This design comes from an exercise in tuning for small area, a short achievable clock period and few clock cycles on the open sky130 flow, not from production work. Where RTL was checked, it was by simulation tests only, not by an equivalence proof against the original. The RTL of runs 2 and 3 was laid out without a check of its function. No activity file was given, so power comes from the tool's default toggle rates.

File: flow/config.mk
export PLATFORM = sky130hd
export DESIGN_NAME = Core
export DESIGN_NICKNAME = Core
export VERILOG_FILES = /design/flow/design.v
export SDC_FILE = /design/flow/constraint.sdc
export NUM_CORES = 4
export LEC_CHECK = 0
export CAP_MARGIN = 20
export CORE_MARGIN = 2
export CORE_UTILIZATION = 60
export CTS_CLUSTER_DIAMETER = 150
export CTS_CLUSTER_SIZE = 20
export SETUP_SLACK_MARGIN = 4.0
export SLEW_MARGIN = 20
File: flow/constraint.sdc
create_clock -name core_clock -period 7.0 [get_ports {clk}]
set_input_delay 1.4000 -clock core_clock [delete_from_list [all_inputs] [get_ports {clk}]]
set_output_delay 1.4000 -clock core_clock [all_outputs]
set_load 0.01 [all_outputs]
File: flow/design.v
`timescale 1ns / 1ps
module reg_file(
	input         clk,
	input         we_hi,
	input         we_lo,
	input  [3:0]  wr_idx,
	input  [15:0] wr_data,
	input  [15:1] sel_a,
	input  [15:1] sel_b,
	output reg [15:0] rd_a,
	output reg [15:0] rd_b);
	reg [15:0] regs [1:15];
	integer i;
	always @(*) begin
		rd_a = 16'h0000;
		rd_b = 16'h0000;
		for (i = 1; i < 16; i = i + 1) begin
			rd_a = rd_a | (regs[i] & {16{sel_a[i]}});
			rd_b = rd_b | (regs[i] & {16{sel_b[i]}});
		end
	end
	always @(posedge clk)
		for (i = 1; i < 16; i = i + 1)
			if (wr_idx == i) begin
				if (we_hi) regs[i][15:8] <= wr_data[15:8];
				if (we_lo) regs[i][7:0]  <= wr_data[7:0];
			end
endmodule
`timescale 1ns / 1ps
module Core(
	input             clk,
	input             rst,                        
	input      [15:0] mem_to_core_data,           
	output     [15:0] core_to_mem_data,           
	output     [23:0] core_to_mem_address,        
	output            core_to_mem_write_enable);  
	localparam ADD  = 4'b0000;
	localparam ADDI = 4'b0001;
	localparam SUB  = 4'b0010;
	localparam LW   = 4'b0011;
	localparam SW   = 4'b0100;
	localparam LUI  = 4'b0101;
	localparam CMP  = 4'b0110;
	localparam BR   = 4'b0111;
	localparam JMP  = 4'b1000;
	localparam SLL  = 4'b1001;
	localparam SLR  = 4'b1010;
	localparam AND  = 4'b1011;
	localparam NAND = 4'b1100;
	localparam OR   = 4'b1101;
	localparam NOT  = 4'b1110;
	localparam LLI  = 4'b1111;
	wire [15:0] md = mem_to_core_data;
	reg [23:0] addr;         
	reg [23:0] save;         
	reg        dslot;        
	reg        dslot_ld;     
	reg        we;           
	reg        a_data;       
	reg        a_ld;         
	reg        nf_lo;        
	reg        nf_kill;      
	reg [3:0]  ld_dest;
	reg        ld_we;
	reg [15:0] ir;           
	reg [15:1] oh_a, oh_b;   
	reg        r_valid;      
	reg        zero, negative;
	reg [15:0] opa, opb;
	reg [15:0] sdata;        
	reg        e_cmp;        
	reg        e_kadd, e_ksub, e_klog;    
	reg [3:0]  e_s0l, e_s0r, e_s1;        
	reg [3:0]  e_tt;         
	reg        e_we_hi, e_we_lo;
	reg [3:0]  e_dest;
	wire [15:0] sum_add;
	wire [16:0] sum_sub;
	add16 _add(.a(opa),  .b(opb), .cin(1'b0), .s(sum_add), .cout());
	add16 _sub(.a(~opa), .b(opb), .cin(1'b1), .s(sum_sub[15:0]), .cout(sum_sub[16]));
	wire eq = (opa == opb);
	wire lt = sum_sub[16] & ~eq;    
	reg  [15:0] logic_r;
	integer k;
	always @(*)
		for (k = 0; k < 16; k = k + 1)
			logic_r[k] = e_tt[{opa[k], opb[k]}];
	reg [15:0] shl1, shr1, shl, shr;
	integer m;
	always @(*) begin
		shl1 = 16'h0000; shr1 = 16'h0000; shl = 16'h0000; shr = 16'h0000;
		for (m = 0; m < 4; m = m + 1) begin
			shl1 = shl1 | ((opa << m) & {16{e_s0l[m]}});
			shr1 = shr1 | ((opa >> m) & {16{e_s0r[m]}});
		end
		for (m = 0; m < 4; m = m + 1) begin
			shl = shl | ((shl1 << (4 * m)) & {16{e_s1[m]}});
			shr = shr | ((shr1 >> (4 * m)) & {16{e_s1[m]}});
		end
	end
	wire [15:0] other  = ({16{e_klog}} & logic_r) |
	                     shl | shr;
	wire [15:0] result = ({16{e_kadd}} & sum_add) | ({16{e_ksub}} & sum_sub[15:0]) | other;
	wire        e_hi  = e_we_hi;
	wire        e_lo  = e_we_lo;
	wire        w_hi  = a_ld ? ld_we : e_hi;
	wire        w_lo  = a_ld ? ld_we : e_lo;
	wire [3:0]  w_idx = a_ld ? ld_dest : e_dest;
	wire [15:0] w_data = ({16{a_ld}} & md) | result;    
	wire [3:0] op = ir[15:12];
	wire [3:0] ra = ir[11:8];
	wire [3:0] rb = ir[7:4];
	wire [7:0] imm = ir[7:0];
	wire [15:0] rf_a, rf_b;
	reg_file _reg_file(
		.clk(clk), .we_hi(w_hi), .we_lo(w_lo), .wr_idx(w_idx), .wr_data(w_data),
		.sel_a(oh_a), .sel_b(oh_b), .rd_a(rf_a), .rd_b(rf_b));
	reg        d_alu, d_cmp, d_sub, d_imm, d_hi, d_lo, d_desta;
	reg [1:0]  d_sel;
	reg [3:0]  d_tt;
	reg [15:0] d_immv;
	always @(*) begin
		d_alu = 1; d_cmp = 0; d_sub = 0; d_imm = 0; d_hi = 1; d_lo = 1; d_desta = 0;
		d_sel = 2'd0; d_tt = 4'b0000; d_immv = {8'h00, imm};
		case (op)
			ADD:  ;
			ADDI: begin d_imm = 1; d_desta = 1; end
			SUB:  d_sub = 1;
			CMP:  begin d_cmp = 1; d_sub = 1; d_hi = 0; d_lo = 0; end
			SLL:  begin d_imm = 1; d_sel = 2'd2; end
			SLR:  begin d_imm = 1; d_sel = 2'd3; end
			AND:  begin d_sel = 2'd1; d_tt = 4'b1000; end
			NAND: begin d_sel = 2'd1; d_tt = 4'b0111; end
			OR:   begin d_sel = 2'd1; d_tt = 4'b1110; end
			NOT:  begin d_sel = 2'd1; d_tt = 4'b0011; end
			LUI:  begin d_imm = 1; d_sel = 2'd1; d_tt = 4'b1010; d_desta = 1; d_lo = 0; d_immv = {imm, imm}; end
			LLI:  begin d_imm = 1; d_sel = 2'd1; d_tt = 4'b1010; d_desta = 1; d_hi = 0; d_immv = {imm, imm}; end
			default: begin d_alu = 0; d_hi = 0; d_lo = 0; end
		endcase
	end
	wire [3:0] d_dest = d_desta ? ra : rb;
	wire       d_dnz  = (d_dest != 4'd0);
	wire ea = (e_dest == ra), eb = (e_dest == rb) & ~d_imm;
	wire la = a_ld & ld_we & (ld_dest == ra), lb = a_ld & ld_we & (ld_dest == rb);
	wire [15:0] ld_a = la ? md : rf_a;
	wire [15:0] ld_b = d_imm ? d_immv : lb ? md : rf_b;
	wire [15:0] fwd_a = {(ea & e_hi) ? result[15:8] : ld_a[15:8],
	                     (ea & e_lo) ? result[7:0]  : ld_a[7:0]};
	wire [15:0] fwd_b = {(eb & e_hi) ? result[15:8] : ld_b[15:8],
	                     (eb & e_lo) ? result[7:0]  : ld_b[7:0]};
	wire a_fs    = ~a_data;
	wire kill    = nf_kill | b_hit;
	wire is_ins  = a_fs & ~kill & ~nf_lo;
	wire is_lo   = a_fs & ~kill & nf_lo;
	wire [3:0] mop = md[15:12];
	wire needs_lo = (mop == LW) | (mop == SW) | (mop == JMP) |
	                ((mop == BR) & (md[11:8] < 4'd6));
	reg  cond;
	always @(*)
		case (ra[2:0])
			3'd0: cond = zero;
			3'd1: cond = ~zero;
			3'd2: cond = negative;
			3'd3: cond = zero | negative;
			3'd4: cond = ~negative & ~zero;
			default: cond = ~negative | zero;
		endcase
	reg  bpend;              
	wire b_adj    = e_cmp;
	wire lo_ldst  = is_lo & ((op == LW) | (op == SW));
	wire lo_jump  = is_lo & ((op == JMP) | ((op == BR) & (b_adj | cond)));
	wire b_pred   = is_lo & (op == BR) & b_adj;
	wire b_miss   = bpend & ~cond;       
	wire b_hit    = bpend & cond;        
	integer q;
	always @(posedge clk) begin
		save <= addr + 24'd1;
		if (rst) begin
			addr    <= 24'h3c8c;
			dslot   <= 0;
			we      <= 0;
			a_data  <= 0;
			nf_lo   <= 0;
			nf_kill <= 1;
			r_valid <= 0;
			a_ld    <= 0;
			bpend   <= 0;
		end else begin
			if (lo_ldst | lo_jump)
				addr <= {imm, md};
			else if (dslot | b_miss)
				addr <= save;
			else
				addr <= addr + 24'd1;
			dslot    <= lo_ldst;
			dslot_ld <= is_lo & (op == LW);
			we       <= is_lo & (op == SW);
			a_data   <= dslot;
			a_ld     <= dslot & dslot_ld;
			if (a_fs) begin
				if (~kill)
					nf_lo <= is_ins & needs_lo;
				nf_kill <= (lo_jump & ~b_pred) | b_miss;
			end
			bpend <= b_pred;
			r_valid <= is_ins;
		end
		if (is_lo) begin
			ld_dest <= ra;
			ld_we   <= (ra != 4'd0);
		end
		if (is_ins)
			ir <= md;
		for (q = 1; q < 16; q = q + 1) begin
			oh_a[q] <= (md[11:8] == q);
			oh_b[q] <= (md[7:4] == q);
		end
		if (e_cmp) begin
			zero     <= eq;
			negative <= lt;
		end
		opa <= fwd_a;
		if (r_valid & (op == SW))
			sdata <= fwd_a;
		opb <= fwd_b;
		e_tt    <= d_tt;
		for (q = 0; q < 4; q = q + 1)
			e_s1[q] <= (imm[3:2] == q);
		if (rst) begin
			e_cmp   <= 0;
			e_kadd  <= 0;
			e_ksub  <= 0;
			e_klog  <= 0;
			e_s0l   <= 0;
			e_s0r   <= 0;
			e_we_hi <= 0;
			e_we_lo <= 0;
		end else begin
			e_cmp   <= r_valid & d_cmp;
			e_kadd  <= r_valid & d_alu & (d_sel == 2'd0) & ~d_sub;
			e_ksub  <= r_valid & d_alu & (d_sel == 2'd0) & d_sub & ~d_cmp;
			e_klog  <= r_valid & d_alu & (d_sel == 2'd1);
			for (q = 0; q < 4; q = q + 1) begin
				e_s0l[q] <= r_valid & (d_sel == 2'd2) & (imm[1:0] == q);
				e_s0r[q] <= r_valid & (d_sel == 2'd3) & (imm[1:0] == q);
			end
			e_we_hi <= r_valid & d_hi & d_dnz;
			e_we_lo <= r_valid & d_lo & d_dnz;
		end
		e_dest  <= d_dest;
	end
	assign core_to_mem_address      = addr;
	assign core_to_mem_data         = sdata;
	assign core_to_mem_write_enable = we;
endmodule
module add16(
	input  [15:0] a,
	input  [15:0] b,
	input         cin,
	output [15:0] s,
	output        cout);
	wire [15:0] p = a ^ b;
	wire [15:0] g0 = a & b;
	wire [15:0] g = {g0[15:1], g0[0] | (p[0] & cin)};
	wire [15:0] G1, P1, G2, P2, G3, P3, G4, P4;
	genvar i;
	generate
		for (i = 0; i < 16; i = i + 1) begin : pf
			if (i & 1) begin
				assign G1[i] = g[i] | (p[i] & g[i - 1]);
				assign P1[i] = p[i] & p[i - 1];
			end else begin
				assign G1[i] = g[i];
				assign P1[i] = p[i];
			end
			if (i & 2) begin
				assign G2[i] = G1[i] | (P1[i] & G1[(i & ~3) + 1]);
				assign P2[i] = P1[i] & P1[(i & ~3) + 1];
			end else begin
				assign G2[i] = G1[i];
				assign P2[i] = P1[i];
			end
			if (i & 4) begin
				assign G3[i] = G2[i] | (P2[i] & G2[(i & ~7) + 3]);
				assign P3[i] = P2[i] & P2[(i & ~7) + 3];
			end else begin
				assign G3[i] = G2[i];
				assign P3[i] = P2[i];
			end
			if (i & 8) begin
				assign G4[i] = G3[i] | (P3[i] & G3[(i & ~15) + 7]);
				assign P4[i] = P3[i] & P3[(i & ~15) + 7];
			end else begin
				assign G4[i] = G3[i];
				assign P4[i] = P3[i];
			end
		end
	endgenerate
	assign s = p ^ {G4[14:0], cin};
	assign cout = G4[15];
endmodule
File: flow/flow/run.sh
#!/bin/bash
# The standard layout (standard.sh: same synthesis script, registers and
# steps), with three changes to how cells are picked:
#  - ADDER_MAP_FILE is empty, so synthesis leaves adders to abc as plain logic
#    instead of fixed full/half adder cells;
#  - the slow 4-input OR cells are not used (added to DONT_USE_CELLS);
#  - the input and output port buffers are buf_4 cells instead of the delay
#    buffers (clkdlybuf4s50_1) that buffer_ports picks by default.
# ORFS writes each step's full log under orfs/logs; make's output goes to
# standard.log.
set -euo pipefail
export ADDER_MAP_FILE=
export DONT_USE_CELLS="sky130_fd_sc_hd__or4_1 sky130_fd_sc_hd__or4_2 sky130_fd_sc_hd__or4_4 sky130_fd_sc_hd__or4b_1 sky130_fd_sc_hd__or4b_2 sky130_fd_sc_hd__or4b_4 sky130_fd_sc_hd__or4bb_1 sky130_fd_sc_hd__or4bb_2 sky130_fd_sc_hd__or4bb_4"
export BUFFER_PORTS_ARGS="-buffer_cell sky130_fd_sc_hd__buf_4"
bash standard.sh > standard.log 2>&1
File: flow/standard.sh
#!/bin/bash
# synth_recipe.tcl (not shown) runs the flow's synth.tcl, then flattens the netlist and writes it again
# the make line also repeats each setting of config.mk as NAME=value (left out here)
make -C /OpenROAD-flow-scripts/flow DESIGN_CONFIG=/design/flow/config.mk WORK_HOME=/design/flow/orfs CLKGATE_MAP_FILE= SYNTH_SCRIPT=/design/flow/synth_recipe.tcl "${@:-finish}"
==> results.cfg, run 1 <==
[outcome]
status = timing/DRC/antenna clean

[sta]
rsz0062_at_grt = false
fmax_mhz = 342
tns_ns = 0
maxSlewHeadroom = 0.115
timing.final.crit_share = 0.417
setup_slack_ns = 4.08
maxSlewViolCount = 0
worst_pin_slew_ns = 1.32
hold_viol_final = 0
final-setup-viol-count = 0
skew_ns = 0.0233
fin_crit_ns = 2.92

[global_route]
grt_pass1_vias = 15314
antenna_found_initial = 2
grt_pass1_wl_um = 97900
grt_max_degree = 32
track_usage = 0.371
overflow = 0

[route]
vias = 16494
viasPerCell = 7.24
routed_wl_um = 67100
drt_iter0_drc = 2413
wl_per_cell_um = 29.5
drt.antenna.violating_nets = 0
dr.pass1.iters = 9
drc_errors = 0

[clock_network]
cts_max_level = 1
cts_tree = built
numClockSinks = 424
insertion_delay_ns = 0.58
cts_buffers = 25
clockBufferDepth = 3
clk_pin_slew_ns = 0.09
root_buffer = clkbuf_16

[floorplan]
die_area_mm2 = 0.0352
start_util = 0.607
rows = 67
io_pins = 59
core_area_mm2 = 0.0334
die_y_um = 188
die_x_um = 188

[yosys]
synth.area.top_cells = edfxtp_1, dfxtp_1, a22oi_1
synthArstFlopShare = 0
syn-num-nets = 1873
yosys.cell_types.count = 70
synth.avg_cell_area_um2 = 10.9
ys_seq_area_frac = 0.557
yosys_warnings = 3
synth_area_leader_cell = edfxtp_1
synth_cells = 1855
synth_edf_count = 280
synth_top_area_share = 0.415
ys_ff_latch = 424
ys.flop_type = edfxtp_1
syn-cell-area_mm2 = 0.0203

[worst_hold_path]
hp-class = flip-flop to flip-flop
worstHoldStart = addr[23]

[placement]
pre_cts_slack_ns = 3.16
placed_cells = 2221
io_buffers = 58
placed_area_mm2 = 0.0208
dpl.hpwl_um = 43100
gp_congestion = 0.990

[final_layout]
instances_no_fill = 2277
area_delta_synth_final_pct = 7.99
drive_above_1_share = 0.120
finish.instance_area_mm2 = 0.0219
finalNetCount = 1828

[setup_path]
endpoint_kind = flip-flop
crit_fanout = 17
cp-start-kind = flip-flop
r2r-start = opa[10]
critPathSlowestCell = or4_4
path_class = flip-flop to flip-flop
max_stage_delay_ns = 0.59
cp.required_ns = 7.30
path_buf_inv = 1
arrival_ns = 3.22
startpoint = opa[10]
path_delay_family = simple AND/OR/NAND/NOR gates
path_cells = xor2_1 > or4_4 > nand2b_1 > o221a_4 > a32o_1 > a2111oi_4 > buf_4 > nand2_4

[pwr]
p_comb_frac = 0.130
p_switching_w = 0.00137
power.density_cell_area_mw_per_mm2 = 231
swShare = 0.271
p_clk_frac = 0.298
p_int_w = 0.00368
ir_worst_vdd_uv = 276
power_w = 0.00505
p_seq_frac = 0.572
power_leakage_nw = 7.31

[job]
maxCapViolCount = 0
==> Yosys cell counts (all sizes together), types with 22 or more instances <==
library cell / instances
nand2: 171
o21ai: 73
nor3: 28
clkbuf: 153
nand2b: 27
dfxtp: 144
a22oi: 158
nand3: 50
a22o: 49
a221oi: 53
nor2: 137
mux2i: 33
and3: 32
xnor2: 53
inv: 34
a21oi: 54
nand4: 22
a222oi: 40
edfxtp: 280
==> worst paths after layout <==
| check | slack (ns) | depth (start not counted) | to |
|---|---|---|---|
| max | 4.08 | 8 | _reg_file.regs[10][13] |
| min | 0.49 | 1 | save[23] |
| max reg2reg | 4.08 | 8 | _reg_file.regs[10][13] |
| min reg2reg | 0.49 | 1 | save[23] |
==> layout make-up <==
class | count | area, um^2
antenna | 1 | 2.50
clock buffer | 43 | 693
clock inverter | 2 | 36.3
fill | 2605 | 11500
inverter | 34 | 128
multi-input combinational | 1227 | 8370
sequential | 424 | 11300
tap | 448 | 561
timing repair buffer | 98 | 751
==> worst reg2reg max path: stages (launching register included) <==
cell and delay (ns):
dfxtp_4 0.47, xor2_1 0.20, or4_4 0.59, nand2b_1 0.19, o221a_4 0.26, a32o_1 0.29, a2111oi_4 0.33, buf_4 0.20
nand2_4 0.12
==> sequential cells by signal, indices dropped and copies added (netlist names), 15 cells and up <==
register,cells
oh_a,15
save,24
opa,16
ir,16
addr,24
_reg_file.regs,240
oh_b,15
sdata,16
opb,16
==> placed cells by master, fill, tap and decap left out, types with 8 or more instances in the layout <==
cell / n
nor2b_1: 16
o21ai_0: 67
a22oi_1: 158
a222oi_1: 40
nand2_1: 162
xor2_1: 17
a22o_1: 49
a31oi_1: 12
clkbuf_1: 18
a211oi_1: 13
mux4_2: 16
o211ai_1: 18
o21a_1: 8
mux2i_1: 32
o22ai_1: 17
xnor2_1: 52
nor2_1: 130
clkbuf_16: 25
a41oi_1: 11
nand4_1: 22
and3_1: 32
edfxtp_1: 280
dfxtp_1: 124
nand2b_1: 26
nor3_1: 28
a221oi_1: 49
dfxtp_2: 13
maj3_1: 9
nand3_1: 49
a21o_1: 10
and2_1: 12
inv_1: 34
buf_4: 95
a21oi_1: 53
==> power by group through the flow <==
stage                     Sequential, W  Combinational, W  Clock, W
after global placement          0.00293          0.000601         0
after CTS                       0.00288          0.000623   0.00151
after global routing            0.00290          0.000700   0.00161
after detailed placement        0.00293          0.000605         0
after floorplan                 0.00281          0.000528         0
final                           0.00289          0.000655   0.00151
==> kinds of logic after synthesis <==
group                    count (synthesis)  synth area share
AO/OA/AOI/OAI                          562             0.207
XOR/XNOR                                72            0.0311
adder cells (fa/ha/maj)                 13           0.00667
buffers and inverters                  204            0.0390
flip-flops                             424             0.557
multiplexers                            55            0.0374
AND/OR/NAND/NOR                        525             0.121
==> through the flow <==
step	utilization	hold WS, ns
after global placement	0.624	0.463
after detailed placement	0.624	0.477
after floorplan	-	0.420
after CTS	0.650	0.489
final	0.656	0.490
after global routing	0.655	0.509
==> layer usage <==
layer | wire (um) | up-vias | track usage
li1 | - | 7058 | -
met1 | 25200 | 7835 | 0.507
met2 | 28800 | 1267 | 0.559
met3 | 8640 | 332 | 0.0865
met4 | 4490 | 2 | 0.189
met5 | 11 | - | 0
==> repair_timing <==
item | in CTS | in global routing
pin swaps | 2 | 4
setup buffers | 0 | 7
endpoints found under the setup margin | 200 | 233
resized for setup | 41 | 24
hold buffers | 0 | 0
Testbench counts, summed over its fixed seeds: cycles 53,178.
==> inputs of run 2 (changes only) <==
--- a/flow/design.v
+++ b/flow/design.v
@@ -107,13 +107,16 @@
 	wire        w_lo  = a_ld ? ld_we : e_lo;
 	wire [3:0]  w_idx = a_ld ? ld_dest : e_dest;
 	wire [15:0] w_data = ({16{a_ld}} & md) | result;    
+	reg        wb_hi, wb_lo;
+	reg [3:0]  wb_idx;
+	reg [15:0] wb_data;
 	wire [3:0] op = ir[15:12];
 	wire [3:0] ra = ir[11:8];
 	wire [3:0] rb = ir[7:4];
 	wire [7:0] imm = ir[7:0];
 	wire [15:0] rf_a, rf_b;
 	reg_file _reg_file(
-		.clk(clk), .we_hi(w_hi), .we_lo(w_lo), .wr_idx(w_idx), .wr_data(w_data),
+		.clk(clk), .we_hi(wb_hi), .we_lo(wb_lo), .wr_idx(wb_idx), .wr_data(wb_data),
 		.sel_a(oh_a), .sel_b(oh_b), .rd_a(rf_a), .rd_b(rf_b));
 	reg        d_alu, d_cmp, d_sub, d_imm, d_hi, d_lo, d_desta;
 	reg [1:0]  d_sel;
@@ -142,8 +145,13 @@
 	wire       d_dnz  = (d_dest != 4'd0);
 	wire ea = (e_dest == ra), eb = (e_dest == rb) & ~d_imm;
 	wire la = a_ld & ld_we & (ld_dest == ra), lb = a_ld & ld_we & (ld_dest == rb);
-	wire [15:0] ld_a = la ? md : rf_a;
-	wire [15:0] ld_b = d_imm ? d_immv : lb ? md : rf_b;
+	wire wa = (wb_idx == ra), wb_ = (wb_idx == rb) & ~d_imm;
+	wire [15:0] rw_a = {(wa & wb_hi) ? wb_data[15:8] : rf_a[15:8],
+	                    (wa & wb_lo) ? wb_data[7:0]  : rf_a[7:0]};
+	wire [15:0] rw_b = {(wb_ & wb_hi) ? wb_data[15:8] : rf_b[15:8],
+	                    (wb_ & wb_lo) ? wb_data[7:0]  : rf_b[7:0]};
+	wire [15:0] ld_a = la ? md : rw_a;
+	wire [15:0] ld_b = d_imm ? d_immv : lb ? md : rw_b;
 	wire [15:0] fwd_a = {(ea & e_hi) ? result[15:8] : ld_a[15:8],
 	                     (ea & e_lo) ? result[7:0]  : ld_a[7:0]};
 	wire [15:0] fwd_b = {(eb & e_hi) ? result[15:8] : ld_b[15:8],
@@ -220,6 +228,15 @@
 			negative <= lt;
 		end
 		opa <= fwd_a;
+		wb_data <= w_data;
+		wb_idx  <= w_idx;
+		if (rst) begin
+			wb_hi <= 0;
+			wb_lo <= 0;
+		end else begin
+			wb_hi <= w_hi;
+			wb_lo <= w_lo;
+		end
 		if (r_valid & (op == SW))
 			sdata <= fwd_a;
 		opb <= fwd_b;
==> flow/flow/run.sh (replaced) <==
#!/bin/bash
# The standard layout (standard.sh: same synthesis script, registers and
# steps), with two changes to how cells are picked:
#  - ADDER_MAP_FILE is empty, so synthesis leaves adders to abc as plain logic
#    instead of fixed full/half adder cells;
#  - the input and output port buffers are buf_4 cells instead of the delay
#    buffers (clkdlybuf4s50_1) that buffer_ports picks by default.
# ORFS writes each step's full log under orfs/logs; make's output goes to
# standard.log.
set -euo pipefail
export ADDER_MAP_FILE=
export BUFFER_PORTS_ARGS="-buffer_cell sky130_fd_sc_hd__buf_4"
bash standard.sh > standard.log 2>&1
--- a/flow/config.mk
+++ b/flow/config.mk
@@ -10,5 +10,5 @@
 export CORE_UTILIZATION = 60
 export CTS_CLUSTER_DIAMETER = 150
 export CTS_CLUSTER_SIZE = 20
-export SETUP_SLACK_MARGIN = 4.0
+export SETUP_SLACK_MARGIN = 4.6
 export SLEW_MARGIN = 20
==> results.cfg, run 2 <==
[outcome]
status = timing/DRC/antenna clean

[floorplan]
die_y_um = 191
start_util = 0.609
die_x_um = 191
io_pins = 59
die_area_mm2 = 0.0365
rows = 68
core_area_mm2 = 0.0345

[setup_path]
r2r-end = sdata[13]
critPathMostFrequentCell = maj3_2
r2r-start = opa[8]
startpoint = opa[8]
max_stage_delay_ns = 0.38
path_class = flip-flop to flip-flop
crit_fanout = 5
path_cells = nand2b_4 > maj3_2 > maj3_2 > o21a_1 > nor3b_4 > maj3_2 > xor2_1 > a221oi_2 > mux2i_1
endpoint_kind = flip-flop
reg2reg_depth = 9
arrival_ns = 3.04
critPathSlowestCell = dfxtp_4
ff2ff_setup_slack_ns = 4.29
cp-start-kind = flip-flop
cp.required_ns = 7.33

[global_route]
track_usage = 0.384
use_met1 = 0.527
grt_pass1_vias = 16610
overflow = 0
antenna_found_initial = 1
grt_use_met3 = 0.110
grt_pass1_wl_um = 104000
grt_max_degree = 42
use_met2 = 0.567
grt.busiest_layer = met2

[yosys]
ys_top_cells_by_count = edfxtp_1, dfxtp_1, a22oi_1
yosys_warnings = 3
synth.avg_cell_area_um2 = 11.0
syn-cell-area_mm2 = 0.0210
syn-num-nets = 1919
ys.flop_type = edfxtp_1
synth_area_leader_cell = edfxtp_1
synth_top_area_share = 0.401
ys_ff_latch = 446
yosys.cell_types.count = 72
synth_cells = 1901
synth.area.top_cells = edfxtp_1, dfxtp_1, a22oi_1
synth_edf_count = 280
synthArstFlopShare = 0
yosysMostFrequentCell = edfxtp_1
ys_seq_area_frac = 0.559

[route]
wl_per_cell_um = 29.5
drt.antenna.violating_nets = 0
drc_errors = 0
dr.pass1.iters = 8
vias = 17807
drt_iter0_drc = 2941
routed_wl_um = 72500
viasPerCell = 7.25

[final_layout]
area_delta_synth_final_pct = 16.9
final_cell_mix = edfxtp_1, buf_4, a22oi_1
diodes = 0
final_common_cell = edfxtp_1
nFillCells = 2472
max_flop_register = _reg_file.regs
finalNetCount = 1999
drive_above_1_share = 0.238
reg.largest.list = _reg_file.regs (240), addr (24), save (24)
finish.instance_area_mm2 = 0.0245
largest_register_ffs = 240
fin_util = 0.712

[sta]
timing.final.crit_share = 0.388
final-setup-viol-count = 0
rsz0062_at_grt = true
hold_viol_final = 0
maxSlewViolCount = 0
tns_ns = 0
fmax_mhz = 368
skew_ns = 0.0212
maxSlewHeadroom = 0.184
worst_pin_slew_ns = 1.22
fin_crit_ns = 2.71

[placement]
placed_area_mm2 = 0.0215
gp_congestion = 0.951
io_buffers = 58
dpl.hpwl_um = 44000

[worst_hold_path]
hold_depth = 1
worstHoldStart = dslot_ld
hold_end = a_ld
hp-class = flip-flop to flip-flop

[pwr]
p_clk_frac = 0.285
p_comb_frac = 0.168
p_int_w = 0.00401
p_switching_w = 0.00158
p_seq_frac = 0.547
power_leakage_nw = 8.78
power.density_cell_area_mw_per_mm2 = 228
swShare = 0.282
ir_worst_vdd_uv = 244

[clock_network]
numClockSinks = 446
cts_buffers = 26
clk_pin_slew_ns = 0.09
cts_tree = built
cts_hold_buf = 0
cts_max_level = 1
insertion_delay_ns = 0.60
root_buffer = clkbuf_16
clockBufferDepth = 3

[job]
maxCapViolCount = 0
run 2: cell type report:
class	instances	area [um^2]	share of cell area
multi-input cells	1261	9300	0.379
flip-flops and latches	446	11900	0.486
well taps	455	569	0.0232
inverters	26	97.6	0.00398
clock buffers	46	726	0.0296
repair buffers	220	1880	0.0765
clock inverters	2	46.3	0.00189
run 2: kinds of logic after synthesis:
| family | synth area share |
|---|---|
| AOI/OAI and AO/OA | 0.203 |
| and+or+nand+nor | 0.123 |
| muxes | 0.0416 |
| buffers and inverters | 0.0362 |
| DFF | 0.559 |
| adders and majority gates | 0.00256 |
| xor gates and xnor gates | 0.0349 |
run 2: per-layer routing:
layer  vias up  part of all wire
met2      1451              0.43
met4         4             0.055
met5         -           0.00070
met3       317              0.14
met1      8501              0.37
li1       7534                 -
run 2: worst max path at each step:
| stage | end | slack [ns] | depth (start not counted) |
|---|---|---|---|
| 4_1_cts | sdata[13] | 4.28 | 9 |
| 2_1_floorplan | sdata[13] | 4.38 | 10 |
| 3_5_place_dp | sdata[10] | 3.66 | 8 |
| 3_3_place_gp | sdata[10] | 3.68 | 8 |
| 5_1_grt | sdata[14] | 4.18 | 10 |
| 6_report | sdata[13] | 4.29 | 9 |
run 2: worst max-delay path, delay by kind of cell (launching register included):
kind	cells	cell delay, ns
flops	1	0.38
fa+ha+maj	3	0.98
mux	1	0.13
simple gates	2	0.30
xor+xnor	1	0.17
compound gates	2	0.49
run 2: power by group through the flow:
stage | clock network, W | registers [W] | logic (W)
finish | 0.00159 | 0.00306 | 0.000937
global route | 0.00169 | 0.00307 | 0.000996
CTS | 0.00159 | 0.00306 | 0.000781
detailed placement | 0 | 0.00312 | 0.000616
global placement | 0 | 0.00312 | 0.000606
floorplan | 0 | 0.00296 | 0.000576
run 2: timing repair:
action	4_1_cts	5_1_grt
resized for setup	205	95
pin swaps	21	49
setup buffers	75	66
setup endpoints to repair	129	124
cloned	1	5
run 2: through the flow:
stage | total power (W) | setup WS (ns) | cells | hold slack [ns]
2_1_floorplan | 0.00354 | 4.38 | 1901 | 0.420
3_3_place_gp | 0.00373 | 3.68 | 2256 | 0.430
3_5_place_dp | 0.00374 | 3.66 | 2258 | 0.438
4_1_cts | 0.00542 | 4.28 | 2382 | 0.456
5_1_grt | 0.00575 | 4.18 | 2456 | 0.473
6_report | 0.00559 | 4.29 | 2456 | 0.454
==> inputs of run 3 (changes only) <==
--- a/flow/config.mk
+++ b/flow/config.mk
@@ -10,5 +10,5 @@
 export CORE_UTILIZATION = 60
 export CTS_CLUSTER_DIAMETER = 150
 export CTS_CLUSTER_SIZE = 20
-export SETUP_SLACK_MARGIN = 4.6
+export SETUP_SLACK_MARGIN = 4.0
 export SLEW_MARGIN = 20
==> results.cfg, run 3 <==
[final_layout]
nFillCells = 2662
largest_register_ffs = 240
finalNetCount = 1856
finish.instance_area_mm2 = 0.0225
area_delta_synth_final_pct = 7.35
reg.largest.list = _reg_file.regs (240), addr (24), save (24)
drive_above_1_share = 0.115
max_flop_register = _reg_file.regs
final_cell_mix = edfxtp_1, a22oi_1, nand2_1
instances_no_fill = 2314
final_common_cell = edfxtp_1

[clock_network]
root_buffer = clkbuf_16
cts_max_level = 1
cts_hold_buf = 0
cts_tree = built
insertion_delay_ns = 0.59
clk_pin_slew_ns = 0.10
clockBufferDepth = 3
numClockSinks = 446
cts_buffers = 26

[setup_path]
max_stage_delay_ns = 0.43
crit_fanout = 18
cp-start-kind = flip-flop
cp.required_ns = 7.31
path_cells = nand2b_4 > maj3_2 > maj3_2 > o21a_1 > nor3b_1 > maj3_2 > xor2_1 > a221oi_2 > mux2i_1
path_class = flip-flop to flip-flop
arrival_ns = 3.19
ff2ff_setup_slack_ns = 4.12
critPathSlowestCell = dfxtp_4
cp_num_cells = 9
critPathMostFrequentCell = maj3_2
reg2reg_depth = 9
path_delay_family = adder cells
endpoint_kind = flip-flop
path_buf_inv = 0

[global_route]
overflow = 0
antenna_found_initial = 1
track_usage = 0.373
grt_pass1_vias = 15972
use_met2 = 0.546
use_met1 = 0.528
grt_max_degree = 33
grt_use_met3 = 0.0944
grt_pass1_wl_um = 101000
grt.busiest_layer = met2

[route]
drt_iter0_drc = 2870
dr.pass1.iters = 9
wl_per_cell_um = 29.9
routed_wl_um = 69300
viasPerCell = 7.30
drc_errors = 0
vias = 16898
drt.antenna.violating_nets = 0

[sta]
worst_pin_slew_ns = 1.35
rsz0062_at_grt = true
fin_crit_ns = 2.88
final-setup-viol-count = 0
skew_ns = 0.0307
hold_viol_final = 0
fmax_mhz = 347
maxSlewHeadroom = 0.0966
maxSlewViolCount = 0
tns_ns = 0
timing.final.crit_share = 0.412
setup_slack_ns = 4.12

[yosys]
yosysMostFrequentCell = edfxtp_1
synth_edf_count = 280
syn-num-nets = 1919
yosys.cell_types.count = 72
synthAdderAreaFrac = 0.00256
ys_ff_latch = 446
synth-xor-area-share = 0.0349
synth_top_family_by_area = compound AO/OA/AOI/OAI gates
synthArstFlopShare = 0
synth.avg_cell_area_um2 = 11.0
synth_area_leader_cell = edfxtp_1
syn-cell-area_mm2 = 0.0210
ys.flop_type = edfxtp_1
ys_seq_area_frac = 0.559
synth-compound-area-share = 0.203
yosys_warnings = 3
synthSimpleGateAreaFrac = 0.123
synth_top_area_share = 0.401
ys_top_cells_by_count = edfxtp_1, dfxtp_1, a22oi_1
muxShareOfSynthArea = 0.0416
synth_cells = 1901
synth.area.top_cells = edfxtp_1, dfxtp_1, a22oi_1

[placement]
placed_cells = 2259
pre_cts_slack_ns = 3.59
dpl.hpwl_um = 44500
gp_congestion = 0.928
io_buffers = 58
placed_area_mm2 = 0.0215

[floorplan]
core_area_mm2 = 0.0345
io_pins = 59
die_x_um = 191
rows = 68
start_util = 0.609
die_y_um = 191
die_area_mm2 = 0.0365

[pwr]
ir_worst_vdd_uv = 316
power.density_cell_area_mw_per_mm2 = 236
power_leakage_nw = 7.81

[job]
maxCapViolCount = 0

[outcome]
status = timing/DRC/antenna clean

[worst_hold_path]
hp-class = flip-flop to flip-flop
hold_depth = 1
-- run 3: kinds of logic after synthesis --
logic type,after synthesis
adder cells (fa/ha/maj),5
XOR/XNOR,81
multiplexers,66
AO/OA/AOI/OAI,573
AND/OR/NAND/NOR,532
buffers and inverters,198
flip-flops,446
-- run 3: per-layer routing --
metal	part of all wire	wire, um
met1	0.38	26100
met4	0.046	3210
met3	0.15	10200
met5	0	0
met2	0.43	29700
-- run 3: area by class of cell --
cell class	instances	area, um^2	area share
inverter	26	97.6	0.00433
tap	455	569	0.0253
clock buffer	46	726	0.0322
multi-input combinational	1258	8690	0.386
sequential	446	11800	0.523
timing repair buffer	80	616	0.0273
antenna	1	2.50	0.000111
clock inverter	2	46.3	0.00205
-- run 3: worst register-to-register path, stage by stage, from the launching register on --
cell and delay (ns):
dfxtp_4 0.43, nand2b_4 0.17, maj3_2 0.36, maj3_2 0.36
o21a_1 0.19, nor3b_1 0.17, maj3_2 0.33, xor2_1 0.17
a221oi_2 0.30, mux2i_1 0.15
-- run 3: worst paths after layout --
kind                to     start
min               a_ld  dslot_ld
min reg2reg       a_ld  dslot_ld
max          sdata[13]    opa[8]
max reg2reg  sdata[13]    opa[8]
-- run 3: power by group --
part | internal (W) | switching, W | leakage, nW | total (W)
logic | 0.000286 | 0.000367 | 3.43 | 0.000653
clock network | 0.000717 | 0.000865 | 0.363 | 0.00158
registers | 0.00286 | 0.000223 | 4.01 | 0.00308
total | 0.00386 | 0.00145 | 7.81 | 0.00532
-- run 3: metrics by stage --
step	util	total power [W]	hold slack, ns
floorplan	-	0.00352	0.420
global placement	0.623	0.00372	0.429
detailed placement	0.623	0.00373	0.433
CTS	0.647	0.00526	0.452
global route	0.654	0.00547	0.465
finish	0.654	0.00532	0.450
-- run 3: repair_timing --
action,CTS,global route
pin swaps,0,2
gates resized for setup,17,37
setup buffers,0,3
setup endpoints to repair,37,60
cloned,0,1
==> inputs of run 4 (changes only) <==
--- a/flow/design.v
+++ b/flow/design.v
@@ -69,17 +69,17 @@
 	reg [15:0] opa, opb;
 	reg [15:0] sdata;        
 	reg        e_cmp;        
-	reg        e_kadd, e_ksub, e_klog;    
+	reg        e_kadd, e_klog;            
+	reg        e_cin;                     
 	reg [3:0]  e_s0l, e_s0r, e_s1;        
 	reg [3:0]  e_tt;         
 	reg        e_we_hi, e_we_lo;
 	reg [3:0]  e_dest;
-	wire [15:0] sum_add;
-	wire [16:0] sum_sub;
-	add16 _add(.a(opa),  .b(opb), .cin(1'b0), .s(sum_add), .cout());
-	add16 _sub(.a(~opa), .b(opb), .cin(1'b1), .s(sum_sub[15:0]), .cout(sum_sub[16]));
-	wire eq = (opa == opb);
-	wire lt = sum_sub[16] & ~eq;    
+	wire [15:0] sum;
+	wire        cout;
+	add16 _add(.a(opa), .b(opb), .cin(e_cin), .s(sum), .cout(cout));
+	wire eq = &(opa ^ opb);
+	wire lt = cout & ~eq;    
 	reg  [15:0] logic_r;
 	integer k;
 	always @(*)
@@ -100,23 +100,20 @@
 	end
 	wire [15:0] other  = ({16{e_klog}} & logic_r) |
 	                     shl | shr;
-	wire [15:0] result = ({16{e_kadd}} & sum_add) | ({16{e_ksub}} & sum_sub[15:0]) | other;
+	wire [15:0] result = ({16{e_kadd}} & sum) | other;
 	wire        e_hi  = e_we_hi;
 	wire        e_lo  = e_we_lo;
 	wire        w_hi  = a_ld ? ld_we : e_hi;
 	wire        w_lo  = a_ld ? ld_we : e_lo;
 	wire [3:0]  w_idx = a_ld ? ld_dest : e_dest;
 	wire [15:0] w_data = ({16{a_ld}} & md) | result;    
-	reg        wb_hi, wb_lo;
-	reg [3:0]  wb_idx;
-	reg [15:0] wb_data;
 	wire [3:0] op = ir[15:12];
 	wire [3:0] ra = ir[11:8];
 	wire [3:0] rb = ir[7:4];
 	wire [7:0] imm = ir[7:0];
 	wire [15:0] rf_a, rf_b;
 	reg_file _reg_file(
-		.clk(clk), .we_hi(wb_hi), .we_lo(wb_lo), .wr_idx(wb_idx), .wr_data(wb_data),
+		.clk(clk), .we_hi(w_hi), .we_lo(w_lo), .wr_idx(w_idx), .wr_data(w_data),
 		.sel_a(oh_a), .sel_b(oh_b), .rd_a(rf_a), .rd_b(rf_b));
 	reg        d_alu, d_cmp, d_sub, d_imm, d_hi, d_lo, d_desta;
 	reg [1:0]  d_sel;
@@ -145,17 +142,21 @@
 	wire       d_dnz  = (d_dest != 4'd0);
 	wire ea = (e_dest == ra), eb = (e_dest == rb) & ~d_imm;
 	wire la = a_ld & ld_we & (ld_dest == ra), lb = a_ld & ld_we & (ld_dest == rb);
-	wire wa = (wb_idx == ra), wb_ = (wb_idx == rb) & ~d_imm;
-	wire [15:0] rw_a = {(wa & wb_hi) ? wb_data[15:8] : rf_a[15:8],
-	                    (wa & wb_lo) ? wb_data[7:0]  : rf_a[7:0]};
-	wire [15:0] rw_b = {(wb_ & wb_hi) ? wb_data[15:8] : rf_b[15:8],
-	                    (wb_ & wb_lo) ? wb_data[7:0]  : rf_b[7:0]};
-	wire [15:0] ld_a = la ? md : rw_a;
-	wire [15:0] ld_b = d_imm ? d_immv : lb ? md : rw_b;
+	wire [15:0] ld_a = la ? md : rf_a;
+	wire [15:0] ld_br = lb ? md : rf_b;
+	wire [15:0] ld_b = d_imm ? d_immv : ld_br;
 	wire [15:0] fwd_a = {(ea & e_hi) ? result[15:8] : ld_a[15:8],
 	                     (ea & e_lo) ? result[7:0]  : ld_a[7:0]};
-	wire [15:0] fwd_b = {(eb & e_hi) ? result[15:8] : ld_b[15:8],
-	                     (eb & e_lo) ? result[7:0]  : ld_b[7:0]};
+	wire        ebr = (e_dest == rb);
+	wire        xa_hi = d_sub ? (ebr & e_hi) : (ea & e_hi);
+	wire        xa_lo = d_sub ? (ebr & e_lo) : (ea & e_lo);
+	wire        xb_hi = d_sub ? (ea & e_hi) : (eb & e_hi);
+	wire        xb_lo = d_sub ? (ea & e_lo) : (eb & e_lo);
+	wire [15:0] sa = d_sub ? ld_br : ld_a;
+	wire [15:0] sb = d_sub ? ~ld_a : ld_b;
+	wire [15:0] rx = d_sub ? ~result : result;
+	wire [15:0] opa_n = {xa_hi ? result[15:8] : sa[15:8], xa_lo ? result[7:0] : sa[7:0]};
+	wire [15:0] opb_n = {xb_hi ? rx[15:8] : sb[15:8], xb_lo ? rx[7:0] : sb[7:0]};
 	wire a_fs    = ~a_data;
 	wire kill    = nf_kill | b_hit;
 	wire is_ins  = a_fs & ~kill & ~nf_lo;
@@ -227,26 +228,17 @@
 			zero     <= eq;
 			negative <= lt;
 		end
-		opa <= fwd_a;
-		wb_data <= w_data;
-		wb_idx  <= w_idx;
-		if (rst) begin
-			wb_hi <= 0;
-			wb_lo <= 0;
-		end else begin
-			wb_hi <= w_hi;
-			wb_lo <= w_lo;
-		end
+		opa <= opa_n;
 		if (r_valid & (op == SW))
 			sdata <= fwd_a;
-		opb <= fwd_b;
+		opb <= opb_n;
 		e_tt    <= d_tt;
 		for (q = 0; q < 4; q = q + 1)
 			e_s1[q] <= (imm[3:2] == q);
 		if (rst) begin
 			e_cmp   <= 0;
 			e_kadd  <= 0;
-			e_ksub  <= 0;
+			e_cin   <= 0;
 			e_klog  <= 0;
 			e_s0l   <= 0;
 			e_s0r   <= 0;
@@ -254,8 +246,8 @@
 			e_we_lo <= 0;
 		end else begin
 			e_cmp   <= r_valid & d_cmp;
-			e_kadd  <= r_valid & d_alu & (d_sel == 2'd0) & ~d_sub;
-			e_ksub  <= r_valid & d_alu & (d_sel == 2'd0) & d_sub & ~d_cmp;
+			e_kadd  <= r_valid & d_alu & (d_sel == 2'd0) & ~d_cmp;
+			e_cin   <= d_sub;
 			e_klog  <= r_valid & d_alu & (d_sel == 2'd1);
 			for (q = 0; q < 4; q = q + 1) begin
 				e_s0l[q] <= r_valid & (d_sel == 2'd2) & (imm[1:0] == q);
--- a/flow/config.mk
+++ b/flow/config.mk
@@ -10,5 +10,5 @@
 export CORE_UTILIZATION = 60
 export CTS_CLUSTER_DIAMETER = 150
 export CTS_CLUSTER_SIZE = 20
-export SETUP_SLACK_MARGIN = 4.0
+export SETUP_SLACK_MARGIN = 4.2
 export SLEW_MARGIN = 20
==> results.cfg, run 4 <==
[outcome]
status = timing/DRC/antenna clean

[setup_path]
max_stage_delay_ns = 1.09
arrival_ns = 3.17
path_class = flip-flop to flip-flop
reg2reg_depth = 5
endpoint_kind = flip-flop
r2r-start = oh_a[4]
cp-start-kind = flip-flop
r2r-end = sdata[13]
startpoint = oh_a[4]
path_cells = a22oi_1 > and3_1 > a41oi_1 > nand2_1 > o21ai_0
crit_end = sdata[13]
critPathSlowestCell = dfxtp_1
crit_fanout = 16
cp.required_ns = 7.35
ff2ff_setup_slack_ns = 4.18

[clock_network]
cts_buffers = 25
cts_hold_buf = 0
cts_tree = built
insertion_delay_ns = 0.58
clk_pin_slew_ns = 0.08
cts_max_level = 1
root_buffer = clkbuf_16
numClockSinks = 424
clockBufferDepth = 3

[route]
drt_iter0_drc = 2394
routed_wl_um = 67400
wl_per_cell_um = 29.4
drt.antenna.violating_nets = 0
viasPerCell = 7.20
vias = 16496
drc_errors = 0
dr.pass1.iters = 10

[job]
maxCapViolCount = 0

[placement]
gp_congestion = 1.00
dpl.hpwl_um = 42300
io_buffers = 58

[global_route]
overflow = 0
track_usage = 0.376
grt_pass1_vias = 15486
grt_pass1_wl_um = 98700
antenna_found_initial = 1
grt_max_degree = 38

[final_layout]
finalNetCount = 1846
largest_register_ffs = 240
drive_above_1_share = 0.135
reg.largest.list = _reg_file.regs (240), addr (24), save (24)
max_flop_register = _reg_file.regs
final_cell_mix = edfxtp_1, nand2_1, nor2_1
final_common_cell = edfxtp_1
area_delta_synth_final_pct = 8.73

[pwr]
power.density_cell_area_mw_per_mm2 = 229
power_w = 0.00500
ir_worst_vdd_uv = 253
power_leakage_nw = 7.67

[yosys]
yosysMostFrequentCell = edfxtp_1
syn-num-nets = 1867
synth_top_area_share = 0.419
syn-cell-area_mm2 = 0.0201
yosys_warnings = 3
ys_top_cells_by_count = edfxtp_1, nand2_1, nor2_1
synth_cells = 1849
ys_seq_area_frac = 0.563
synth_edf_count = 280
yosys.cell_types.count = 71
ys.flop_type = edfxtp_1
synthArstFlopShare = 0
ys_ff_latch = 424
synth_area_leader_cell = edfxtp_1
synth.area.top_cells = edfxtp_1, dfxtp_1, nand2_1
synth.avg_cell_area_um2 = 10.8

[sta]
maxSlewViolCount = 0
fmax_mhz = 354
fin_crit_ns = 2.82
worst_hold_slack_ns = 0.465
timing.final.crit_share = 0.403
final-setup-viol-count = 0
maxSlewHeadroom = 0.115
worst_pin_slew_ns = 1.32
hold_viol_final = 0
rsz0062_at_grt = true
tns_ns = 0
skew_ns = 0.0248

[floorplan]
rows = 66
core_area_mm2 = 0.0327
start_util = 0.613
die_area_mm2 = 0.0349
die_y_um = 187
io_pins = 59
die_x_um = 187

[worst_hold_path]
hp-class = flip-flop to flip-flop
hold_depth = 1
## run 4: cell count changes after synthesis, sizes merged, moves of 29 or more
cell	change
a22oi	-42
o211ai	-30
nand2	+101
nor2	+29
nand3	-44
## run 4: repair_timing
item | 4_1_cts | 5_1_grt
resized for setup | 45 | 37
endpoints found under the setup margin | 426 | 239
pin swaps | 3 | 6
hold endpoints to repair | 0 | 0
setup buffers | 5 | 24
## run 4: critical path, delay by kind of cell (launching register included)
family | cells | cell delay [ns]
compound gates | 3 | 1.16
flops | 1 | 1.09
simple gates | 2 | 0.36
## run 4: worst min-delay path by stage
stage             start  slack [ns]  endpoint
2_1_floorplan  dslot_ld        0.42      a_ld
3_3_place_gp    addr[0]        0.47   save[0]
3_5_place_dp      dslot        0.49    a_data
4_1_cts         addr[0]        0.47   save[0]
5_1_grt         addr[0]        0.47   save[0]
6_report        addr[0]        0.47   save[0]
## run 4: area by class of cell
cell class / instances / area, um^2
Clock inverter: 2 / 36.3
Inverter: 29 / 109
Tap cell: 442 / 553
Antenna cell: 1 / 2.50
Multi-Input combinational cell: 1236 / 8190
Clock buffer: 44 / 697
Fill cell: 2553 / 10900
Sequential cell: 424 / 11400
Timing Repair Buffer: 112 / 853
## run 4: stage by stage
stage,std cells,setup slack (ns),instance area (um^2),util
2_1_floorplan,1849,4.28,20100,-
4_1_cts,2265,4.20,21500,0.658
5_1_grt,2289,4.15,21800,0.667
6_report,2290,4.18,21800,0.667
3_5_place_dp,2214,3.56,20600,0.630
3_3_place_gp,2214,3.61,20600,0.630
## run 4: report_power, final
group          internal [W]  total, W  switching [W]
sequential          0.00273   0.00288       0.000159
combinational      0.000247  0.000582       0.000335
clock              0.000689   0.00153       0.000840
## run 4: cells by family (layout without fill, tap and decap cells)
logic type | after synthesis | count (layout) | share of synthesized area
AND/OR/NAND/NOR | 568 | 568 | 0.126
AO/OA/AOI/OAI | 533 | 533 | 0.200
flip-flops | 424 | 424 | 0.563
buffers and inverters | 189 | 187 | 0.0373
XOR/XNOR | 70 | 70 | 0.0309
multiplexers | 59 | 59 | 0.0404
adder cells (fa/ha/maj) | 6 | 6 | 0.00299
other | 0 | 1 | 0
## run 4: layer usage
metal  track usage  part of all wire  vias up  wire length [um]
met1         0.502              0.36     7797             24600
met2         0.575              0.44     1333             29500
met3        0.0861              0.13      335              8720
met4         0.205             0.068        2              4560
met5             0           0.00092        -                62
li1              -                 -     7029                 -
Testbench counts of run 4, summed over its fixed seeds: cycles 53,178.
==> inputs of run 5 (changes only) <==
--- a/flow/config.mk
+++ b/flow/config.mk
@@ -10,5 +10,5 @@
 export CORE_UTILIZATION = 60
 export CTS_CLUSTER_DIAMETER = 150
 export CTS_CLUSTER_SIZE = 20
-export SETUP_SLACK_MARGIN = 4.2
+export SETUP_SLACK_MARGIN = 4.6
 export SLEW_MARGIN = 20
==> results.cfg, run 5 <==
[setup_path]
critPathSlowestCell = or4_4
critPathMostFrequentCell = a21o_1
path_delay_family = compound AO/OA/AOI/OAI gates
ff2ff_setup_slack_ns = 4.25
arrival_ns = 3.05
cp-start-kind = flip-flop
cp.required_ns = 7.30
path_buf_inv = 1
path_class = flip-flop to flip-flop
path_cells = a21o_1 > a211oi_2 > or4_4 > a222oi_1 > a21o_1 > buf_4 > xor2_1 > a21oi_4 > nand2_4
crit_fanout = 8
max_stage_delay_ns = 0.54
endpoint_kind = flip-flop

[yosys]
synth_edf_count = 280
ys.flop_type = edfxtp_1
yosys.cell_types.count = 71
synth_cells = 1849
ys_seq_area_frac = 0.563
yosys_warnings = 3
synth.area.top_cells = edfxtp_1, dfxtp_1, nand2_1
yosysMostFrequentCell = edfxtp_1
synth.avg_cell_area_um2 = 10.8
synthArstFlopShare = 0
synth_top_area_share = 0.419
synth_area_leader_cell = edfxtp_1
syn-cell-area_mm2 = 0.0201
ys_top_cells_by_count = edfxtp_1, nand2_1, nor2_1
ys_ff_latch = 424
syn-num-nets = 1867

[sta]
maxSlewHeadroom = 0.219
worst_pin_slew_ns = 1.17
tns_ns = 0
final-setup-viol-count = 0
rsz0062_at_grt = true
maxSlewViolCount = 0
worst_hold_slack_ns = 0.486
skew_ns = 0.0301
timing.final.crit_share = 0.393
hold_viol_final = 0
fin_crit_ns = 2.75
fmax_mhz = 364

[outcome]
status = timing/DRC/antenna clean

[floorplan]
core_area_mm2 = 0.0327
start_util = 0.613
die_area_mm2 = 0.0349
die_x_um = 187
io_pins = 59
rows = 66
die_y_um = 187

[pwr]
power.density_cell_area_mw_per_mm2 = 220
ir_worst_vdd_uv = 265
p_int_w = 0.00373
power_w = 0.00513
p_switching_w = 0.00140
p_clk_frac = 0.299
p_comb_frac = 0.142
swShare = 0.273
power_leakage_nw = 8.24
p_seq_frac = 0.559

[final_layout]
diodes = 0
reg.largest.list = _reg_file.regs (240), addr (24), save (24)
max_flop_register = _reg_file.regs
final_common_cell = edfxtp_1
drive_above_1_share = 0.245
fin_util = 0.715
finalNetCount = 1928
largest_register_ffs = 240
area_delta_synth_final_pct = 16.5
final_cell_mix = edfxtp_1, nand2_1, nor2_1

[global_route]
track_usage = 0.387
antenna_found_initial = 0
grt_pass1_vias = 16051
grt_pass1_wl_um = 101000
grt_max_degree = 38
overflow = 0

[clock_network]
numClockSinks = 424
cts_max_level = 1
cts_tree = built
root_buffer = clkbuf_16
insertion_delay_ns = 0.60
clk_pin_slew_ns = 0.10
cts_buffers = 25
cts_hold_buf = 0
clockBufferDepth = 3

[route]
drt.antenna.violating_nets = 0
vias = 17108
drt_iter0_drc = 2506
wl_per_cell_um = 29.9
routed_wl_um = 70900
drc_errors = 0
dr.pass1.iters = 9
viasPerCell = 7.22

[placement]
dpl.hpwl_um = 42300
gp_congestion = 0.970
io_buffers = 58

[worst_hold_path]
hp-class = flip-flop to flip-flop

[job]
maxCapViolCount = 0
run 5: cell families (layout without fill, tap and decap cells):
kind of cell	count (synthesis)	after routing	synth area share
AOI/OAI and AO/OA	533	534	0.200
buffers and inverters	189	264	0.0373
adders and majority gates	6	6	0.00299
DFF	424	424	0.563
muxes	59	59	0.0404
and+or+nand+nor	568	572	0.126
xor gates and xnor gates	70	70	0.0309
run 5: per-layer routing:
metal / vias up / part of all wire / GRT usage
li1: 7195 / - / -
met1: 8169 / 0.36 / 0.508
met2: 1400 / 0.44 / 0.594
met3: 344 / 0.13 / 0.0961
met4: 0 / 0.070 / 0.213
met5: - / 0 / 0
run 5: cell type report:
class	count	area, um^2
flip-flops and latches	424	11500
fillers	2353	9330
repair buffers	189	1700
well taps	442	553
inverters	29	113
multi-input cells	1241	8820
clock buffers	44	697
clock inverters	2	36.3
run 5: power groups by stage:
| stage | clock (W) | combinational [W] | sequential [W] |
|---|---|---|---|
| 2_1_floorplan | 0 | 0.000453 | 0.00283 |
| 4_1_cts | 0.00153 | 0.000632 | 0.00286 |
| 3_3_place_gp | 0 | 0.000523 | 0.00293 |
| 5_1_grt | 0.00162 | 0.000769 | 0.00288 |
| 6_report | 0.00154 | 0.000728 | 0.00287 |
| 3_5_place_dp | 0 | 0.000529 | 0.00294 |
run 5: path summary, 6_finish.rpt:
check	from	endpoint	cells past startpoint
min reg2reg	dslot	a_data	1
max	opa[4]	_reg_file.regs[9][10]	9
max reg2reg	opa[4]	_reg_file.regs[9][10]	9
min	dslot	a_data	1
run 5: metrics by stage:
step           instances  area, um^2  worst slack (ns)
3_3_place_gp        2215       20700              3.63
5_1_grt             2371       23400              4.19
3_5_place_dp        2215       20700              3.56
2_1_floorplan       1849       20200              4.56
6_report            2371       23400              4.25
4_1_cts             2336       22600              4.40
run 5: what timing repair did:
action                                  in CTS  in global routing
pin swaps                                   37                 43
gates resized for setup                    210                112
endpoints found under the setup margin     569                414
buffers inserted                            73                 32
gates cloned                                 2                  3
==> inputs of run 6 (changes only) <==
--- a/flow/config.mk
+++ b/flow/config.mk
@@ -10,5 +10,5 @@
 export CORE_UTILIZATION = 60
 export CTS_CLUSTER_DIAMETER = 150
 export CTS_CLUSTER_SIZE = 20
-export SETUP_SLACK_MARGIN = 4.6
+export SETUP_SLACK_MARGIN = 4.4
 export SLEW_MARGIN = 20
==> results.cfg, run 6 <==
[outcome]
status = timing/DRC/antenna clean

[sta]
worst_pin_slew_ns = 1.21
setup_slack_ns = 4.32
timing.final.crit_share = 0.382
fin_crit_ns = 2.68
maxSlewViolCount = 0
hold_viol_final = 0
rsz0062_at_grt = true
final-setup-viol-count = 0
tns_ns = 0
fmax_mhz = 374
skew_ns = 0.0233
maxSlewHeadroom = 0.195

[floorplan]
core_area_mm2 = 0.0327
start_util = 0.613
die_x_um = 187
io_pins = 59
die_area_mm2 = 0.0349
rows = 66
die_y_um = 187

[final_layout]
drive_above_1_share = 0.179
finalNetCount = 1870
final_cell_mix = edfxtp_1, nand2_1, nor2_1
largest_register_ffs = 240
diodes = 0
final_common_cell = edfxtp_1
max_flop_register = _reg_file.regs
reg.largest.list = _reg_file.regs (240), addr (24), save (24)
area_delta_synth_final_pct = 11.5

[yosys]
ys.flop_type = edfxtp_1
syn-num-nets = 1867
synth.avg_cell_area_um2 = 10.8
yosysMostFrequentCell = edfxtp_1
synth.area.top_cells = edfxtp_1, dfxtp_1, nand2_1
synth_cells = 1849
yosys.cell_types.count = 71
synth_top_area_share = 0.419
synth_area_leader_cell = edfxtp_1
syn-cell-area_mm2 = 0.0201
ys_top_cells_by_count = edfxtp_1, nand2_1, nor2_1
yosys_warnings = 3
synthArstFlopShare = 0
synth_edf_count = 280
ys_ff_latch = 424
ys_seq_area_frac = 0.563

[global_route]
track_usage = 0.378
grt_pass1_vias = 15436
antenna_found_initial = 0
grt_pass1_wl_um = 98800
grt_max_degree = 38
overflow = 0

[pwr]
p_seq_frac = 0.570
p_switching_w = 0.00136
power_w = 0.00505
power_leakage_nw = 7.83
p_clk_frac = 0.302
power.density_cell_area_mw_per_mm2 = 226
ir_worst_vdd_uv = 207
swShare = 0.269
p_int_w = 0.00369
p_comb_frac = 0.128

[placement]
gp_congestion = 0.948
dpl.hpwl_um = 42200
io_buffers = 58
pre_cts_slack_ns = 3.55

[route]
routed_wl_um = 68300
dr.pass1.iters = 9
vias = 16526
drc_errors = 0
drt.antenna.violating_nets = 0
viasPerCell = 7.14
wl_per_cell_um = 29.5
drt_iter0_drc = 2675

[setup_path]
cp.required_ns = 7.51
arrival_ns = 3.18
path_cells = a22oi_1 > and3_1 > a41oi_1 > a221oi_1 > a211o_1 > o21ai_0
reg2reg_depth = 6
cp-start-kind = flip-flop
ff2ff_setup_slack_ns = 4.32
endpoint_kind = flip-flop
path_class = flip-flop to flip-flop
crit_fanout = 16
max_stage_delay_ns = 1.13
critPathSlowestCell = dfxtp_1
r2r-start = oh_b[14]
r2r-end = opb[11]

[clock_network]
clockBufferDepth = 3
numClockSinks = 424
root_buffer = clkbuf_16
clk_pin_slew_ns = 0.09
insertion_delay_ns = 0.58
cts_buffers = 25
cts_tree = built
cts_max_level = 1

[job]
maxCapViolCount = 0

[worst_hold_path]
hp-class = flip-flop to flip-flop
worstHoldStart = addr[0]
hold_depth = 1
hold_end = save[0]
==> run 6: how the worst max path moves through the flow <==
stage | start | endpoint | slack, ns
after floorplan | addr[5] | addr[23] | 4.41
after CTS | opa[8] | sdata[14] | 4.28
after global placement | opa[4] | _reg_file.regs[15][15] | 3.65
final | oh_b[14] | opb[11] | 4.32
after detailed placement | opa[4] | _reg_file.regs[10][15] | 3.55
after global routing | opa[4] | opb[15] | 4.27
==> run 6: cells by family after synthesis <==
family                   Yosys count  share of synthesized area
AND/OR/NAND/NOR                  568                      0.126
AO/OA/AOI/OAI                    533                      0.200
flip-flops                       424                      0.563
buffers and inverters            189                     0.0373
XOR/XNOR                          70                     0.0309
multiplexers                      59                     0.0404
adder cells (fa/ha/maj)            6                    0.00299
==> run 6: layer usage <==
layer | part of all wire | track usage | wire, um | vias to the layer above
li1 | - | - | - | 7075
met1 | 0.36 | 0.508 | 24800 | 7877
met2 | 0.43 | 0.574 | 29500 | 1277
met3 | 0.14 | 0.0882 | 9290 | 297
met4 | 0.070 | 0.202 | 4750 | 0
met5 | 0 | 0 | 0 | -
==> run 6: power by group through the flow <==
stage | Sequential [W] | Clock [W] | Combinational (W)
6_report | 0.00288 | 0.00152 | 0.000649
5_1_grt | 0.00289 | 0.00162 | 0.000690
4_1_cts | 0.00288 | 0.00153 | 0.000551
3_5_place_dp | 0.00293 | 0 | 0.000522
3_3_place_gp | 0.00293 | 0 | 0.000515
2_1_floorplan | 0.00282 | 0 | 0.000439
==> run 6: area by class of cell <==
cell class / count / area (um^2)
Fill cell: 2512 / 10300
Clock buffer: 44 / 697
Inverter: 29 / 109
Multi-Input combinational cell: 1239 / 8520
Timing Repair Buffer: 133 / 1060
Tap cell: 442 / 553
Clock inverter: 2 / 36.3
Sequential cell: 424 / 11400
==> run 6: through the flow <==
stage / cells / instance area [um^2] / utilization / hold WS [ns]
floorplan: 1849 / 20100 / - / 0.420
global placement: 2217 / 20600 / 0.631 / 0.427
detailed placement: 2217 / 20600 / 0.631 / 0.432
CTS: 2275 / 21700 / 0.665 / 0.451
global route: 2313 / 22400 / 0.684 / 0.472
finish: 2313 / 22400 / 0.684 / 0.459
==> run 6: what timing repair did <==
action / 4_1_cts / 5_1_grt
pin swaps: 9 / 17
hold endpoints to repair: 0 / 0
endpoints found under the setup margin: 466 / 346
hold buffers: 0 / 0
gates resized for setup: 86 / 81
gates cloned: 0 / 3
buffers inserted: 12 / 35
==> run 6: critical path: cells and delay by family (launching register included) <==
kind,cells,cell delay [ns]
AO/OA/AOI/OAI,5,1.21
flip-flops,1,1.13
AND/OR/NAND/NOR,1,0.25

## what the ideal ports hide
In the flow no input, the clock included, has a driving cell. The finished layouts below were timed again as built, in two steps. Step 1 assumes that a clkbuf_16 drives the clock port and a buf_2 every other input. Step 2 also shifts input and output timing later by t, the mid clock arrival at the registers, as if the neighbouring blocks saw the same clock. Slacks: ideal / step 1 / step 2; pairs: ideal / step 1.
run	shift t [ns]	slack for setup (ns)	worst setup path at the end	clock arrival spread, ns
run 1	0.623	4.079 / 4.079 / 3.745	input to register	0.025 / 0.025
run 2	0.647	4.286 / 4.286 / 4.099	input to register	0.023 / 0.023
run 3	0.629	4.117 / 4.117 / 4.117	register to register	0.030 / 0.030
run 4	0.625	4.179 / 4.179 / 4.047	input to register	0.025 / 0.026
run 5	0.634	4.249 / 4.249 / 4.152	input to register	0.030 / 0.030
run 6	0.629	4.324 / 4.324 / 4.065	input to register	0.027 / 0.027
After both steps every run listed still meets setup and hold. The setup slack of run 1, which loses most, moves by 0.000 ns with the drivers and by -0.334 ns with both steps.
